This design comes from an exercise in tuning for small area and a short achievable clock period on the open sky130 flow, not from production work.
Where RTL was checked, it was by simulation tests only, not by an equivalence proof against the original.
Only the layout flow was run in runs 2 and 3; the RTL was not checked for function there.
Power is estimated from default activity; no workload was simulated.

==> flow/design.v, too long to show whole: its modules and the start of the top module <==
// module MAF_DP: 2356 lines
// module MAF_FA: 4 lines
// module MAF_BENCZ: 5 lines
// module MAF_HA: 4 lines
// module maf_top: 17 lines
module maf_top (
    input         clk,
    input  [1:0]  func,
    input  [31:0] A,
    input  [31:0] B,
    input  [31:0] C,
    output [63:0] result
);
  // ...
==> flow/flow/run.sh <==
#!/bin/bash
# The standard layout, with the port buffers made of buf_2 cells instead of
# the default choice (a delay buffer). Every port still gets its buffer.
set -euo pipefail
bash standard.sh BUFFER_PORTS_ARGS="-buffer_cell sky130_fd_sc_hd__buf_2" finish > standard_flow.log 2>&1
==> flow/standard.sh <==
#!/bin/bash
# synth_recipe.tcl (not shown) runs the flow's synth.tcl, then flattens the netlist and writes it again
# the make line also repeats each setting of config.mk as NAME=value (left out here)
make -C /OpenROAD-flow-scripts/flow DESIGN_CONFIG=/design/flow/config.mk WORK_HOME=/design/flow/orfs CLKGATE_MAP_FILE= SYNTH_SCRIPT=/design/flow/synth_recipe.tcl "${@:-finish}"
==> flow/config.mk <==
export PLATFORM = sky130hd
export DESIGN_NAME = maf_top
export DESIGN_NICKNAME = maf_top
export VERILOG_FILES = /design/flow/design.v
export SDC_FILE = /design/flow/constraint.sdc
export NUM_CORES = 4
export LEC_CHECK = 0
export CAP_MARGIN = 60
export CORE_MARGIN = 2
export CORE_UTILIZATION = 55
export CTS_BUF_LIST = sky130_fd_sc_hd__clkbuf_4 sky130_fd_sc_hd__clkbuf_8
export PLACE_DENSITY = 0.7
export SLEW_MARGIN = 60
export SYNTH_HIERARCHICAL = 1
==> flow/constraint.sdc <==
create_clock -name core_clock -period 60.0 [get_ports {clk}]
set_input_delay 12.0000 -clock core_clock [delete_from_list [all_inputs] [get_ports {clk}]]
set_output_delay 12.0000 -clock core_clock [all_outputs]
set_load 0.01 [all_outputs]
==> qor.yml, run 1 <==
grt_setup_unrepaired: "false"
fin_ws_ns: 43.70
netlist_instances: 2570
max_freq_mhz: 61.3
io_buffer_count: 162
path_buf_inv: 3
nets: 3272
largest_class: "multi-input combinational cells"
cp_data_required_time_ns: 48.00
grt_overflow: 0
top_layer: "met5"
crit_chain: "fa_1 > a211oi_2 > nor3_2 > o21bai_2 > a2111oi_4 > buf_4 > o211ai_1 > buf_2 > a21oi_2 > nor3_2 > o21ai_1 > a21oi_1 > xnor2_1 > buf_2"
first_global_vias: 23600
finalPower_uw: 1600
min_from: "C[0]"
powerComb_uw: 1350
irDropWorstVdd_v: 0.0000442
outcome: "complete, no violations"
worst_pin_slew_ns: 0.651
layout_min_cycle_time_ns: 16.30
grt.met3_usage: 0.0976
routedWlPerCell_um: 28.2
syn_to_final_growth_pct: 6.73
path_max_fanout: 4
post-synth-top-count-cell: "xnor2_1"
p_clk_uw: 81.5
synth_xor_area_frac: 0.187
met1_usage: 0.466
synth_top_family_by_area: "adder cells"
synth_compound_area_frac: 0.170
vias: 21500
netlist_area_um2: 26700
slew_headroom: 0.566
final_max_slew_viol_count: 0
synth-main-ff-cell: "dfxtp_1"
seq_cells: 122
==> run 2: changes to the inputs <==
--- a/flow/design.v
+++ b/flow/design.v
@@ -1715,16 +1715,130 @@
 wire s1125, c1126;
 MAF_FA fs1125 (.a(c996), .b(s997), .c(c1124), .s(s1125), .co(c1126));
 wire s1127, c1128;
 MAF_FA fs1127 (.a(c998), .b(s999), .c(c1126), .s(s1127), .co(c1128));
 wire s1129, c1130;
 MAF_FA fs1129 (.a(c1000), .b(s1001), .c(c1128), .s(s1129), .co(c1130));
 wire s1131, c1132;
 MAF_FA fs1131 (.a(c1002), .b(s1003), .c(c1130), .s(s1131), .co(c1132));
+wire pg_p7, pg_g7;
+MAF_HA hpg7 (.a(c1004), .b(s1005), .s(pg_p7), .co(pg_g7));
+wire pg_p8, pg_g8;
+MAF_HA hpg8 (.a(c1006), .b(s1007), .s(pg_p8), .co(pg_g8));
+wire pg_p9, pg_g9;
+MAF_HA hpg9 (.a(c1008), .b(s1009), .s(pg_p9), .co(pg_g9));
+wire pg_p10, pg_g10;
+MAF_HA hpg10 (.a(c1010), .b(s1011), .s(pg_p10), .co(pg_g10));
+wire pg_p11, pg_g11;
+MAF_HA hpg11 (.a(c1012), .b(s1013), .s(pg_p11), .co(pg_g11));
+wire pg_p12, pg_g12;
+MAF_HA hpg12 (.a(c1014), .b(s1015), .s(pg_p12), .co(pg_g12));
+wire pg_p13, pg_g13;
+MAF_HA hpg13 (.a(c1016), .b(s1017), .s(pg_p13), .co(pg_g13));
+wire pg_p14, pg_g14;
+MAF_HA hpg14 (.a(c1018), .b(s1019), .s(pg_p14), .co(pg_g14));
+wire pg_p15, pg_g15;
+MAF_HA hpg15 (.a(c1020), .b(s1021), .s(pg_p15), .co(pg_g15));
+wire pg_p16, pg_g16;
+MAF_HA hpg16 (.a(c1022), .b(s1023), .s(pg_p16), .co(pg_g16));
+wire pg_p17, pg_g17;
+MAF_HA hpg17 (.a(c1024), .b(s1025), .s(pg_p17), .co(pg_g17));
+wire pg_p18, pg_g18;
+MAF_HA hpg18 (.a(c1026), .b(s1027), .s(pg_p18), .co(pg_g18));
+wire pg_p19, pg_g19;
+MAF_HA hpg19 (.a(c1028), .b(s1029), .s(pg_p19), .co(pg_g19));
+wire pg_p20, pg_g20;
+MAF_HA hpg20 (.a(c1030), .b(s1031), .s(pg_p20), .co(pg_g20));
+wire pg_p21, pg_g21;
+MAF_HA hpg21 (.a(c1032), .b(s1033), .s(pg_p21), .co(pg_g21));
+wire pg_p22, pg_g22;
+MAF_HA hpg22 (.a(c1034), .b(s1035), .s(pg_p22), .co(pg_g22));
+wire pg_p23, pg_g23;
+MAF_HA hpg23 (.a(c1036), .b(s1037), .s(pg_p23), .co(pg_g23));
+wire pg_p24, pg_g24;
+MAF_HA hpg24 (.a(c1038), .b(s1039), .s(pg_p24), .co(pg_g24));
+wire pg_p25, pg_g25;
+MAF_HA hpg25 (.a(c1040), .b(s1041), .s(pg_p25), .co(pg_g25));
+wire pg_p26, pg_g26;
+MAF_HA hpg26 (.a(c1042), .b(s1043), .s(pg_p26), .co(pg_g26));
+wire pg_p27, pg_g27;
+MAF_HA hpg27 (.a(c1044), .b(s1045), .s(pg_p27), .co(pg_g27));
+wire pg_p28, pg_g28;
+MAF_HA hpg28 (.a(c1046), .b(s1047), .s(pg_p28), .co(pg_g28));
+wire pg_p29, pg_g29;
+MAF_HA hpg29 (.a(c1048), .b(s1049), .s(pg_p29), .co(pg_g29));
+wire pg_p30, pg_g30;
+MAF_HA hpg30 (.a(c1050), .b(s1051), .s(pg_p30), .co(pg_g30));
+wire pg_p31, pg_g31;
+MAF_HA hpg31 (.a(c1052), .b(s1053), .s(pg_p31), .co(pg_g31));
+wire pg_p32, pg_g32;
+MAF_HA hpg32 (.a(c1054), .b(s1055), .s(pg_p32), .co(pg_g32));
+wire pg_p33, pg_g33;
+MAF_HA hpg33 (.a(c1056), .b(s1057), .s(pg_p33), .co(pg_g33));
+wire pg_p34, pg_g34;
+MAF_HA hpg34 (.a(c1058), .b(s1059), .s(pg_p34), .co(pg_g34));
+wire pg_p35, pg_g35;
+MAF_HA hpg35 (.a(c1060), .b(s1061), .s(pg_p35), .co(pg_g35));
+wire pg_p36, pg_g36;
+MAF_HA hpg36 (.a(c1062), .b(s1063), .s(pg_p36), .co(pg_g36));
+wire pg_p37, pg_g37;
+MAF_HA hpg37 (.a(c1064), .b(s1065), .s(pg_p37), .co(pg_g37));
+wire pg_p38, pg_g38;
+MAF_HA hpg38 (.a(c1066), .b(s1067), .s(pg_p38), .co(pg_g38));
+wire pg_p39, pg_g39;
+MAF_HA hpg39 (.a(c1068), .b(s1069), .s(pg_p39), .co(pg_g39));
+wire pg_p40, pg_g40;
+MAF_HA hpg40 (.a(c1070), .b(s1071), .s(pg_p40), .co(pg_g40));
+wire pg_p41, pg_g41;
+MAF_HA hpg41 (.a(c1072), .b(s1073), .s(pg_p41), .co(pg_g41));
+wire pg_p42, pg_g42;
+MAF_HA hpg42 (.a(s1075), .b(c1074), .s(pg_p42), .co(pg_g42));
+wire pg_p43, pg_g43;
+MAF_HA hpg43 (.a(s1077), .b(c1076), .s(pg_p43), .co(pg_g43));
+wire pg_p44, pg_g44;
+MAF_HA hpg44 (.a(c1078), .b(s1079), .s(pg_p44), .co(pg_g44));
+wire pg_p45, pg_g45;
+MAF_HA hpg45 (.a(s1081), .b(c1080), .s(pg_p45), .co(pg_g45));
+wire pg_p46, pg_g46;
+MAF_HA hpg46 (.a(s1083), .b(c1082), .s(pg_p46), .co(pg_g46));
+wire pg_p47, pg_g47;
+MAF_HA hpg47 (.a(c1084), .b(s1085), .s(pg_p47), .co(pg_g47));
+wire pg_p48, pg_g48;
+MAF_HA hpg48 (.a(c1086), .b(s1087), .s(pg_p48), .co(pg_g48));
+wire pg_p49, pg_g49;
+MAF_HA hpg49 (.a(c1088), .b(s1089), .s(pg_p49), .co(pg_g49));
+wire pg_p50, pg_g50;
+MAF_HA hpg50 (.a(c1090), .b(s1091), .s(pg_p50), .co(pg_g50));
+wire pg_p51, pg_g51;
+MAF_HA hpg51 (.a(s1093), .b(c1092), .s(pg_p51), .co(pg_g51));
+wire pg_p52, pg_g52;
+MAF_HA hpg52 (.a(s1095), .b(c1094), .s(pg_p52), .co(pg_g52));
+wire pg_p53, pg_g53;
+MAF_HA hpg53 (.a(s1097), .b(c1096), .s(pg_p53), .co(pg_g53));
+wire pg_p54, pg_g54;
+MAF_HA hpg54 (.a(c1098), .b(s1099), .s(pg_p54), .co(pg_g54));
+wire pg_p55, pg_g55;
+MAF_HA hpg55 (.a(c1100), .b(s1101), .s(pg_p55), .co(pg_g55));
+wire pg_p56, pg_g56;
+MAF_HA hpg56 (.a(c1102), .b(s1103), .s(pg_p56), .co(pg_g56));
+wire pg_p57, pg_g57;
+MAF_HA hpg57 (.a(s1105), .b(c1104), .s(pg_p57), .co(pg_g57));
+wire pg_p58, pg_g58;
+MAF_HA hpg58 (.a(s1107), .b(c1106), .s(pg_p58), .co(pg_g58));
+wire pg_p59, pg_g59;
+MAF_HA hpg59 (.a(s1109), .b(c1108), .s(pg_p59), .co(pg_g59));
+wire pg_p60, pg_g60;
+MAF_HA hpg60 (.a(s1111), .b(c1110), .s(pg_p60), .co(pg_g60));
+wire pg_p61, pg_g61;
+MAF_HA hpg61 (.a(s1113), .b(c1112), .s(pg_p61), .co(pg_g61));
+wire pg_p62, pg_g62;
+MAF_HA hpg62 (.a(s1115), .b(c1114), .s(pg_p62), .co(pg_g62));
+wire pg_p63, pg_g63;
+MAF_HA hpg63 (.a(s1117), .b(c1116), .s(pg_p63), .co(pg_g63));
 reg rx0;
 reg rx1;
 reg rx2;
 reg rx3;
 reg rx4;
 reg rx5;
 reg rx6;
 reg rx7;
@@ -1845,137 +1959,137 @@
 always @(posedge clk) begin
     rx0 <= s1119;
     rx1 <= s1121;
     rx2 <= s1123;
     rx3 <= s1125;
     rx4 <= s1127;
     rx5 <= s1129;
     rx6 <= s1131;
-    rx7 <= c1004;
-    ry7 <= s1005;
-    rx8 <= c1006;
-    ry8 <= s1007;
-    rx9 <= c1008;
-    ry9 <= s1009;
-    rx10 <= c1010;
-    ry10 <= s1011;
-    rx11 <= c1012;
-    ry11 <= s1013;
-    rx12 <= c1014;
-    ry12 <= s1015;
-    rx13 <= c1016;
-    ry13 <= s1017;
-    rx14 <= c1018;
-    ry14 <= s1019;
-    rx15 <= c1020;
-    ry15 <= s1021;
-    rx16 <= c1022;
-    ry16 <= s1023;
-    rx17 <= c1024;
-    ry17 <= s1025;
-    rx18 <= c1026;
-    ry18 <= s1027;
-    rx19 <= c1028;
-    ry19 <= s1029;
-    rx20 <= c1030;
-    ry20 <= s1031;
-    rx21 <= c1032;
-    ry21 <= s1033;
-    rx22 <= c1034;
-    ry22 <= s1035;
-    rx23 <= c1036;
-    ry23 <= s1037;
-    rx24 <= c1038;
-    ry24 <= s1039;
-    rx25 <= c1040;
-    ry25 <= s1041;
-    rx26 <= c1042;
-    ry26 <= s1043;
-    rx27 <= c1044;
-    ry27 <= s1045;
-    rx28 <= c1046;
-    ry28 <= s1047;
-    rx29 <= c1048;
-    ry29 <= s1049;
-    rx30 <= c1050;
-    ry30 <= s1051;
-    rx31 <= c1052;
-    ry31 <= s1053;
-    rx32 <= c1054;
-    ry32 <= s1055;
-    rx33 <= c1056;
-    ry33 <= s1057;
-    rx34 <= c1058;
-    ry34 <= s1059;
-    rx35 <= c1060;
-    ry35 <= s1061;
-    rx36 <= c1062;
-    ry36 <= s1063;
-    rx37 <= c1064;
-    ry37 <= s1065;
-    rx38 <= c1066;
-    ry38 <= s1067;
-    rx39 <= c1068;
-    ry39 <= s1069;
-    rx40 <= c1070;
-    ry40 <= s1071;
-    rx41 <= c1072;
-    ry41 <= s1073;
-    rx42 <= s1075;
-    ry42 <= c1074;
-    rx43 <= s1077;
-    ry43 <= c1076;
-    rx44 <= c1078;
-    ry44 <= s1079;
-    rx45 <= s1081;
-    ry45 <= c1080;
-    rx46 <= s1083;
-    ry46 <= c1082;
-    rx47 <= c1084;
-    ry47 <= s1085;
-    rx48 <= c1086;
-    ry48 <= s1087;
-    rx49 <= c1088;
-    ry49 <= s1089;
-    rx50 <= c1090;
-    ry50 <= s1091;
-    rx51 <= s1093;
-    ry51 <= c1092;
-    rx52 <= s1095;
-    ry52 <= c1094;
-    rx53 <= s1097;
-    ry53 <= c1096;
-    rx54 <= c1098;
-    ry54 <= s1099;
-    rx55 <= c1100;
-    ry55 <= s1101;
-    rx56 <= c1102;
-    ry56 <= s1103;
-    rx57 <= s1105;
-    ry57 <= c1104;
-    rx58 <= s1107;
-    ry58 <= c1106;
-    rx59 <= s1109;
-    ry59 <= c1108;
-    rx60 <= s1111;
-    ry60 <= c1110;
-    rx61 <= s1113;
-    ry61 <= c1112;
-    rx62 <= s1115;
-    ry62 <= c1114;
-    rx63 <= s1117;
-    ry63 <= c1116;
+    rx7 <= pg_p7;
+    ry7 <= pg_g7;
+    rx8 <= pg_p8;
+    ry8 <= pg_g8;
+    rx9 <= pg_p9;
+    ry9 <= pg_g9;
+    rx10 <= pg_p10;
+    ry10 <= pg_g10;
+    rx11 <= pg_p11;
+    ry11 <= pg_g11;
+    rx12 <= pg_p12;
+    ry12 <= pg_g12;
+    rx13 <= pg_p13;
+    ry13 <= pg_g13;
+    rx14 <= pg_p14;
+    ry14 <= pg_g14;
+    rx15 <= pg_p15;
+    ry15 <= pg_g15;
+    rx16 <= pg_p16;
+    ry16 <= pg_g16;
+    rx17 <= pg_p17;
+    ry17 <= pg_g17;
+    rx18 <= pg_p18;
+    ry18 <= pg_g18;
+    rx19 <= pg_p19;
+    ry19 <= pg_g19;
+    rx20 <= pg_p20;
+    ry20 <= pg_g20;
+    rx21 <= pg_p21;
+    ry21 <= pg_g21;
+    rx22 <= pg_p22;
+    ry22 <= pg_g22;
+    rx23 <= pg_p23;
+    ry23 <= pg_g23;
+    rx24 <= pg_p24;
+    ry24 <= pg_g24;
+    rx25 <= pg_p25;
+    ry25 <= pg_g25;
+    rx26 <= pg_p26;
+    ry26 <= pg_g26;
+    rx27 <= pg_p27;
+    ry27 <= pg_g27;
+    rx28 <= pg_p28;
+    ry28 <= pg_g28;
+    rx29 <= pg_p29;
+    ry29 <= pg_g29;
+    rx30 <= pg_p30;
+    ry30 <= pg_g30;
+    rx31 <= pg_p31;
+    ry31 <= pg_g31;
+    rx32 <= pg_p32;
+    ry32 <= pg_g32;
+    rx33 <= pg_p33;
+    ry33 <= pg_g33;
+    rx34 <= pg_p34;
+    ry34 <= pg_g34;
+    rx35 <= pg_p35;
+    ry35 <= pg_g35;
+    rx36 <= pg_p36;
+    ry36 <= pg_g36;
+    rx37 <= pg_p37;
+    ry37 <= pg_g37;
+    rx38 <= pg_p38;
+    ry38 <= pg_g38;
+    rx39 <= pg_p39;
+    ry39 <= pg_g39;
+    rx40 <= pg_p40;
+    ry40 <= pg_g40;
+    rx41 <= pg_p41;
+    ry41 <= pg_g41;
+    rx42 <= pg_p42;
+    ry42 <= pg_g42;
+    rx43 <= pg_p43;
+    ry43 <= pg_g43;
+    rx44 <= pg_p44;
+    ry44 <= pg_g44;
+    rx45 <= pg_p45;
+    ry45 <= pg_g45;
+    rx46 <= pg_p46;
+    ry46 <= pg_g46;
+    rx47 <= pg_p47;
+    ry47 <= pg_g47;
+    rx48 <= pg_p48;
+    ry48 <= pg_g48;
+    rx49 <= pg_p49;
+    ry49 <= pg_g49;
+    rx50 <= pg_p50;
+    ry50 <= pg_g50;
+    rx51 <= pg_p51;
+    ry51 <= pg_g51;
+    rx52 <= pg_p52;
+    ry52 <= pg_g52;
+    rx53 <= pg_p53;
+    ry53 <= pg_g53;
+    rx54 <= pg_p54;
+    ry54 <= pg_g54;
+    rx55 <= pg_p55;
+    ry55 <= pg_g55;
+    rx56 <= pg_p56;
+    ry56 <= pg_g56;
+    rx57 <= pg_p57;
+    ry57 <= pg_g57;
+    rx58 <= pg_p58;
+    ry58 <= pg_g58;
+    rx59 <= pg_p59;
+    ry59 <= pg_g59;
+    rx60 <= pg_p60;
+    ry60 <= pg_g60;
+    rx61 <= pg_p61;
+    ry61 <= pg_g61;
+    rx62 <= pg_p62;
+    ry62 <= pg_g62;
+    rx63 <= pg_p63;
+    ry63 <= pg_g63;
     rc7 <= c1132;
 end
 wire [63:0] X = {rx63, rx62, rx61, rx60, rx59, rx58, rx57, rx56, rx55, rx54, rx53, rx52, rx51, rx50, rx49, rx48, rx47, rx46, rx45, rx44, rx43, rx42, rx41, rx40, rx39, rx38, rx37, rx36, rx35, rx34, rx33, rx32, rx31, rx30, rx29, rx28, rx27, rx26, rx25, rx24, rx23, rx22, rx21, rx20, rx19, rx18, rx17, rx16, rx15, rx14, rx13, rx12, rx11, rx10, rx9, rx8, rx7, rx6, rx5, rx4, rx3, rx2, rx1, rx0};
 wire [63:0] Y = {ry63, ry62, ry61, ry60, ry59, ry58, ry57, ry56, ry55, ry54, ry53, ry52, ry51, ry50, ry49, ry48, ry47, ry46, ry45, ry44, ry43, ry42, ry41, ry40, ry39, ry38, ry37, ry36, ry35, ry34, ry33, ry32, ry31, ry30, ry29, ry28, ry27, ry26, ry25, ry24, ry23, ry22, ry21, ry20, ry19, ry18, ry17, ry16, ry15, ry14, ry13, ry12, ry11, ry10, ry9, ry8, ry7, 1'b0, 1'b0, 1'b0, 1'b0, 1'b0, 1'b0, 1'b0};
 wire ci = rc7;
 assign result[6:0] = X[6:0];
-wire [63:0] g0 = X & Y, p0 = X ^ Y;
+wire [63:0] g0 = Y, p0 = X;
 wire ag1 = g0[7] | (p0[7] & ci);
 wire ap2 = p0[7] & 1'b0;
 wire ag3 = g0[9] | (p0[9] & g0[8]);
 wire ap4 = p0[9] & p0[8];
 wire ag5 = g0[11] | (p0[11] & g0[10]);
 wire ap6 = p0[11] & p0[10];
 wire ag7 = g0[13] | (p0[13] & g0[12]);
 wire ap8 = p0[13] & p0[12];
@@ -2354,16 +2468,20 @@
 assign result[61] = p0[61] ^ ag319;
 assign result[62] = p0[62] ^ ag321;
 assign result[63] = p0[63] ^ ag323;
 endmodule
 module MAF_FA (input a, b, c, output s, co);
 assign s = a ^ b ^ c;
 assign co = (a & b) | (a & c) | (b & c);
 endmodule
+module MAF_BENC (input b1, b0, bm, output one, two);
+assign one = b0 ^ bm;
+assign two = (b1 & ~b0 & ~bm) | (~b1 & b0 & bm);
+endmodule
 module MAF_BENCZ (input b1, b0, bm, output one, two, neg);
 assign one = b0 ^ bm;
 assign two = (b1 & ~b0 & ~bm) | (~b1 & b0 & bm);
 assign neg = b1 & ~(b0 & bm);
 endmodule
 module MAF_HA (input a, b, output s, co);
 assign s = a ^ b;
 assign co = a & b;
==> run 2 against run 1 <==
  * Global-route usage is 0.41 points higher
  * Count of clock-buffer cells in the layout is 1 lower
  * Core utilization is 0.25 points higher
  * Sequential share of layout area is 0.088 points lower
  * Die area is 0.16% lower
  * Wire length is 1.7% higher
  * Critical path depth is 2 lower
  * Cell count hardly changed
  * Synthesized area is 0.17% lower
  * Via count is 0.91% higher
==> qor.yml, run 2 <==
grt_setup_unrepaired: "false"
yosysTopAreaCellShare: 0.380
fin_ws_ns: 43.59  # -0.109 ns
layout_min_cycle_time_ns: 16.41  # +0.109 ns
synth-edff-count: 0
synth-main-ff-cell: "dfxtp_1"
placed_cell_area_um2: 28000
synthArstFlopShare: 0
ys_top_cells_by_count: "xnor2_1, fa_1, a22oi_1, clkbuf_1, ha_1"
irDropWorstVdd_v: 0.0000566  # +28%
path_buf_inv: 1  # -2
cts.clk_slew.worst_paths_ns: 0.08
critical_path.endpoint_type: "output pin"
startpoint_type: "flip-flop"
final-setup-viol-count: 0
worst_pin_slew_ns: 0.629  # -0.0222 ns
cp_top_family: "compound AO/OA/AOI/OAI gates"
drt_iter0_markers: 3044
ioPinCount: 163
io_buffer_count: 162  # unchanged
max_cap_viol_count: 0
final_max_slew_viol_count: 0  # unchanged
slowest_delay_ns: 0.58
vias: 21700  # +0.91%
hpwlAfterDp_um: 59100
syn_to_final_growth_pct: 7.13
worst_hold_path.endpoint: "DP.rx0"
post_cts.repair.setup_buffers: 0
htreeDepth: 4
via_per_inst: 6.87
leakagePower_uw: 0.0108
die_w_um: 224
routedWlPerCell_um: 28.7  # +1.7%
design.die.area_um2: 50200
min_path_cells: 4
min_path_type: "in -> reg"
layout_commonest_cell: "xnor2_1"
drt_wl_total_um: 90800
slew_headroom: 0.581  # +0.0148
p_sw_frac: 0.492
cp_data_required_time_ns: 48.00  # about the same
post-synth-top-count-cell: "xnor2_1"
gr-usage-all-layers: 0.374
switching_power_uw: 852
synth_seq_area_share: 0.0910
crit_arrival_ns: 4.41
drive_above_1_share: 0.142
post-route-cell-area_um2: 28500
critPathKind: "reg -> out"
synth.avg_cell_area_um2: 10.4
netlist_area_um2: 26600  # -0.17%
finalCritPeriodShare: 0.274
die_h_um: 224
tns_ns: 0
share_comb_of_total_power: 0.836
rows: 80
nets: 3273  # +0.031%
initial_core_util: 0.558
clockPowerShare: 0.048
cts_buffers: 17
cts-root-buf: "clkbuf_8"
synth_cell_types: 56
grt_max_degree: 36
netlist_instances: 2571  # +0.039%
first_global_vias: 23700  # +0.19%
cts_tree: "yes"
final-hold-violation-count: 0
cts_buffer_depth: 2
synth_seq_cells: 121
place_ws_ns: 43.31
min_from: "C[0]"
layout_common_cells: "xnor2_1, fa_1, a22oi_1, buf_2, ha_1"
outcome: "complete, no violations"
yosysTopAreaCell: "fa_1"
ant_nets: 0
place_congestion: 0.927
yosys-top-cells-area: "fa_1, xnor2_1, a22oi_1"
yosysWarnings: 7
cpMaxStageDelayCell: "nor4_2"
drc: 0
crit_chain: "ha_1 > o211ai_1 > a21oi_1 > o21ai_2 > a31oi_2 > nor4_2 > or3_4 > o31a_4 > o21ai_4 > or4_2 > nand3_1 > buf_2"
max_freq_mhz: 60.9  # -0.67%
cts_hold_buf: 0
path_max_fanout: 4  # unchanged
grt_pass1_wl_um: 140000
powerDensity_nw_per_um2: 60.7
pwr-share-seq: 0.116
cts.sink_count: 121
grt_antenna_before_repair: 2
grt_overflow: 0  # unchanged
cts.repair.resized: 0
firstDrtPassIters: 9
core_area_um2: 47700
power.internal_uw: 880
run 2: cell count changes in the layout (fill, tap and decap cells not counted), sizes merged, moves of 3 or more:
cell / before / now
inv: 64 / 52
nand3: 6 / 12
xor2: 15 / 12
fa: 512 / 506
a31o: 0 / 3
xnor2: 556 / 559
a21o: 6 / 11
ha: 126 / 134
a221oi: 3 / 0
run 2: power groups by stage:
stage / Sequential, uW / Combinational (uW) / Clock, uW
after CTS: 200 / 1470 / 85.4
after floorplan: 193 / 993 / 0
after detailed placement: 202 / 1460 / 0
final: 201 / 1450 / 83.4
after global routing: 206 / 1680 / 88.9
after global placement: 201 / 1390 / 0
run 2: final cells by class:
class	instances	area, um^2
Timing Repair Buffer	247	1560
Clock buffer	19	255
Fill cell	4049	19200
Sequential cell	121	2420
Inverter	52	195
Tap cell	615	769
Clock inverter	12	175
Multi-Input combinational cell	2095	23100
Antenna cell	3	7.51
run 2: kinds of logic (layout without fill, tap and decap cells):
group,after synthesis,count (layout),share of synthesized area
adder cells (fa/ha/maj),640,640,0.443
AO/OA/AOI/OAI,606,606,0.171
XOR/XNOR,571,571,0.188
other,1,6,0.000141
AND/OR/NAND/NOR,275,275,0.0549
buffers and inverters,357,330,0.0514
flip-flops,121,121,0.0910
run 2: how the worst max path moves through the flow:
stage                       from         end  slack, ns  cells past startpoint
after floorplan            A[10]     DP.rx34      43.64                     12
after global placement     A[19]     DP.rx35      43.09                     12
after detailed placement   A[19]     DP.rx33      43.31                     13
after CTS                 DP.rx7  result[63]      43.60                     12
after global routing      DP.rx7  result[63]      43.48                     12
final                     DP.rx7  result[63]      43.59                     12
run 2: layer usage:
metal | vias up | GRT usage | routed length [um]
li1 | 8635 | - | -
met1 | 10800 | 0.458 | 30900
met2 | 1772 | 0.564 | 40200
met3 | 531 | 0.120 | 12200
met4 | 0 | 0.258 | 7520
met5 | - | 0.00196 | 0
run 2: per-stage QoR:
| step | power [uW] | hold slack, ns | util | cells |
|---|---|---|---|---|
| finish | 1730 | 11.92 | 0.598 | 3164 |
| global route | 1970 | 11.91 | 0.597 | 3163 |
| CTS | 1760 | 11.88 | 0.596 | 3159 |
| detailed placement | 1670 | 12.41 | 0.587 | 3128 |
| global placement | 1590 | 12.40 | 0.584 | 3124 |
| floorplan | 1190 | 12.39 | - | 2573 |
run 2: modules after synthesis (local to each module, per instance), excerpt:
module / cells inside / cell area (um^2) / times used
MAF_DP: 1885 / 14600 / 1
MAF_BENCZ: 5 / 41.3 / 16
MAF_FA: 1 / 20.0 / 506
MAF_HA: 1 / 12.5 / 100
==> run 3: changes to the inputs <==
--- a/flow/config.mk
+++ b/flow/config.mk
@@ -8,7 +8,9 @@
 export CAP_MARGIN = 60
 export CORE_MARGIN = 2
-export CORE_UTILIZATION = 55
+export CORE_UTILIZATION = 65
 export CTS_BUF_LIST = sky130_fd_sc_hd__clkbuf_4 sky130_fd_sc_hd__clkbuf_8
-export PLACE_DENSITY = 0.7
+export CTS_CLUSTER_DIAMETER = 100
+export CTS_CLUSTER_SIZE = 30
+export PLACE_DENSITY = 0.78
 export SLEW_MARGIN = 60
 export SYNTH_HIERARCHICAL = 1
==> run 3 against run 2 <==
  * Core utilization is 10 points higher
  * Synthesized cell count did not move
  * Non-clock buffer count grew 1
  * Global-route usage up 6.1 points
  * Combinational power about the same
  * Critical path depth stayed put
  * Sequential cell count unchanged
  * Still clean
  * Highest routed layer unchanged
  * Clock power is essentially flat
  * Sequential share of layout area about the same
  * Sequential power hardly changed
  * Count of clock-buffer cells in the layout is the same
  * First-iteration DRC count is 13% higher
==> qor.yml, run 3 <==
synthArstFlopShare: 0  # unchanged
nets: 3274  # +0.031%
drt_iter0_markers: 3441  # +13%
critPathKind: "reg -> out"
core_area_um2: 40600  # -15%
drt_wl_total_um: 88100  # -3.0%
final_max_slew_viol_count: 0  # unchanged
cts_tree: "yes"
path_depth: 12  # unchanged
synth_seq_cells: 121  # unchanged
critical_path.endpoint_type: "output pin"
slowest_delay_ns: 0.57  # about the same
rows: 74  # -7.5%
irDropWorstVdd_v: 0.0000578  # +2.1%
grt_antenna_before_repair: 0  # -2
crit_arrival_ns: 4.23  # -0.18 ns
netlist_instances: 2571  # unchanged
fin_util: 0.699  # +0.102
max_cap_viol_count: 0  # unchanged
fillers: 3024  # -25%
cts.repair.resized: 0  # unchanged
layout_commonest_cell: "xnor2_1"
powerDensity_nw_per_um2: 61.3  # +1.0%
cts_buffer_depth: 2  # unchanged
grt_overflow: 0  # unchanged
cts.sink_count: 121  # unchanged
slew_headroom: 0.586  # +0.00520
grt_pass1_wl_um: 137000  # -1.9%
startpoint_type: "flip-flop"
via_per_inst: 7.11  # +3.6%
leakagePower_uw: 0.0108  # about the same
crit_chain: "ha_1 > o211ai_1 > a21oi_1 > o21ai_2 > a31oi_2 > nor4_2 > or3_4 > o31a_4 > o21ai_4 > or4_2 > nand3_1 > buf_2"
switching_power_uw: 858  # +0.72%
die_h_um: 206  # -7.9%
layout_common_cells: "xnor2_1, fa_1, a22oi_1, buf_2, ha_1"
drive_above_1_share: 0.144  # +0.00146
first_global_vias: 24100  # +2.0%
tns_ns: 0  # unchanged
cp_top_family: "compound AO/OA/AOI/OAI gates"
path_max_fanout: 4  # unchanged
htreeDepth: 4  # unchanged
layout_min_cycle_time_ns: 16.23  # -0.180 ns
synth.avg_cell_area_um2: 10.4  # unchanged
die_w_um: 206  # -7.9%
yosysTopAreaCell: "fa_1"
outcome: "complete, no violations"
post-synth-top-count-cell: "xnor2_1"
syn_to_final_growth_pct: 6.70
vias: 21900  # +0.83%
cts_buffers: 17  # unchanged
cpMaxStageDelayCell: "nor4_2"
cts.clk_slew.worst_paths_ns: 0.08  # about the same
grt_max_degree: 36  # unchanged
routedWlPerCell_um: 28.6  # -0.32%
grt_setup_unrepaired: "false"
netlist_area_um2: 26600  # unchanged
pwr-share-seq: 0.116  # about the same
worst_pin_slew_ns: 0.621  # -0.00780 ns
finalCritPeriodShare: 0.271  # -0.00300
p_sw_frac: 0.492  # about the same
min_path_cells: 4  # unchanged
ys_top_cells_by_count: "xnor2_1, fa_1, a22oi_1, clkbuf_1, ha_1"
drc: 0  # unchanged
path_buf_inv: 1  # unchanged
yosysWarnings: 7  # unchanged
yosysTopAreaCellShare: 0.380  # unchanged
final-setup-viol-count: 0  # unchanged
synth_cell_types: 56  # unchanged
power.internal_uw: 885  # +0.56%
hpwlAfterDp_um: 58700  # -0.73%
synth-main-ff-cell: "dfxtp_1"
synth-edff-count: 0  # unchanged
ant_nets: 0  # unchanged
max_freq_mhz: 61.6  # +1.1%
cp_data_required_time_ns: 48.00  # about the same
design.die.area_um2: 42600  # -15%
antenna_cells: 0  # -3
io_buffer_count: 162  # unchanged
clockPowerShare: 0.048  # about the same
place_congestion: 0.942  # +1.6%
post_cts.repair.setup_buffers: 0  # unchanged
share_comb_of_total_power: 0.837  # about the same
final-hold-violation-count: 0  # unchanged
min_path_type: "in -> reg"
synth_seq_area_share: 0.0910  # unchanged
ioPinCount: 163  # unchanged
cts-root-buf: "clkbuf_8"
gr-usage-all-layers: 0.435  # +0.0609
firstDrtPassIters: 10  # +1
yosys-top-cells-area: "fa_1, xnor2_1, a22oi_1"
cts_hold_buf: 0  # unchanged
initial_core_util: 0.655  # +0.0974
## run 3: cell counts after synthesis
No cell type changed its count.
## run 3: worst paths after layout
check                  start          to
worst max-delay path  DP.rx7  result[63]
worst min-delay path    C[1]      DP.rx1
## run 3: logic make-up after synthesis
family / after synthesis / synth area share
adders and majority gates: 640 / 0.443
xor gates and xnor gates: 571 / 0.188
DFF: 121 / 0.0910
and+or+nand+nor: 275 / 0.0549
AOI/OAI and AO/OA: 606 / 0.171
buffers and inverters: 357 / 0.0514
other: 1 / 0.000141
## run 3: layer usage
layer  vias to the layer above  track usage  routed length (um)
li1                       8625            -                   -
met1                     10700        0.526               28900
met2                      2029        0.652               38600
met3                       590        0.159               13200
met4                         0        0.293                7310
met5                         -      0.00238                   0
## run 3: final cells by class
class	count	area [um^2]	area share
clock inverter	13	169	0.00594
sequential	121	2420	0.0852
tap	532	666	0.0234
clock buffer	19	262	0.00920
timing repair buffer	248	1560	0.0547
multi-input combinational	2095	23100	0.815
inverter	52	195	0.00687
## run 3: per-module statistics from Yosys (local to each module, per instance), excerpt
module,times used,cell area [um^2]
MAF_FA,506,20.0
MAF_HA,100,12.5
MAF_DP,1,14600
MAF_BENCZ,16,41.3
## run 3: through the flow
stage | std cells | power (uW) | area (um^2) | hold WS (ns) | setup slack, ns
5_1_grt | 3080 | 1980 | 28400 | 12.02 | 43.48
6_report | 3080 | 1740 | 28400 | 11.98 | 43.77
2_1_floorplan | 2573 | 1190 | 26600 | 12.39 | 43.64
3_3_place_gp | 3043 | 1570 | 27800 | 12.40 | 43.28
4_1_cts | 3077 | 1760 | 28400 | 11.94 | 43.79
3_5_place_dp | 3045 | 1660 | 27900 | 12.40 | 43.35
## run 3: power by group through the flow
stage | sequential [uW] | combinational, uW | clock, uW
final | 201 | 1460 | 83.2
after global routing | 206 | 1680 | 89.0
after CTS | 201 | 1470 | 85.3
after detailed placement | 202 | 1450 | 0
after global placement | 201 | 1360 | 0
after floorplan | 193 | 993 | 0

-- static timing again, ports no longer ideal --
No port has a modelled driver above. Below, the same layouts with a new extraction and two added sets of constraints.
Step 1 sets driving cells, clkbuf_16 on the clock port and buf_2 on the other inputs (assumed; they add their load-dependent delay and slew).
Step 2 moves the port delays by t, midway between the first and last clock arrival at a register: inputs arrive t later, outputs are due t later. That takes back most of the time a late clock gives input paths.
Slacks: ideal ports / drivers / drivers and shift; pairs: ideal ports / drivers.
run | shift t [ns] | setup slack, ns | hold slack, ns | clock arrival spread, ns | slew at the worst register clock pin (ns)
run 1 | 0.620 | 43.699 / 43.645 / 43.574 | 11.952 / 11.924 / 12.422 | 0.014 / 0.014 | 0.09 / 0.09
run 2 | 0.622 | 43.589 / 43.534 / 43.231 | 11.916 / 11.884 / 12.429 | 0.016 / 0.016 | 0.08 / 0.08
run 3 | 0.616 | 43.769 / 43.715 / 43.227 | 11.978 / 11.949 / 12.431 | 0.016 / 0.016 | 0.09 / 0.09
After both steps setup and hold are still met in every run listed. For run 3, which loses most, drivers alone change the setup slack by -0.054 ns; drivers and shift together by -0.542 ns.
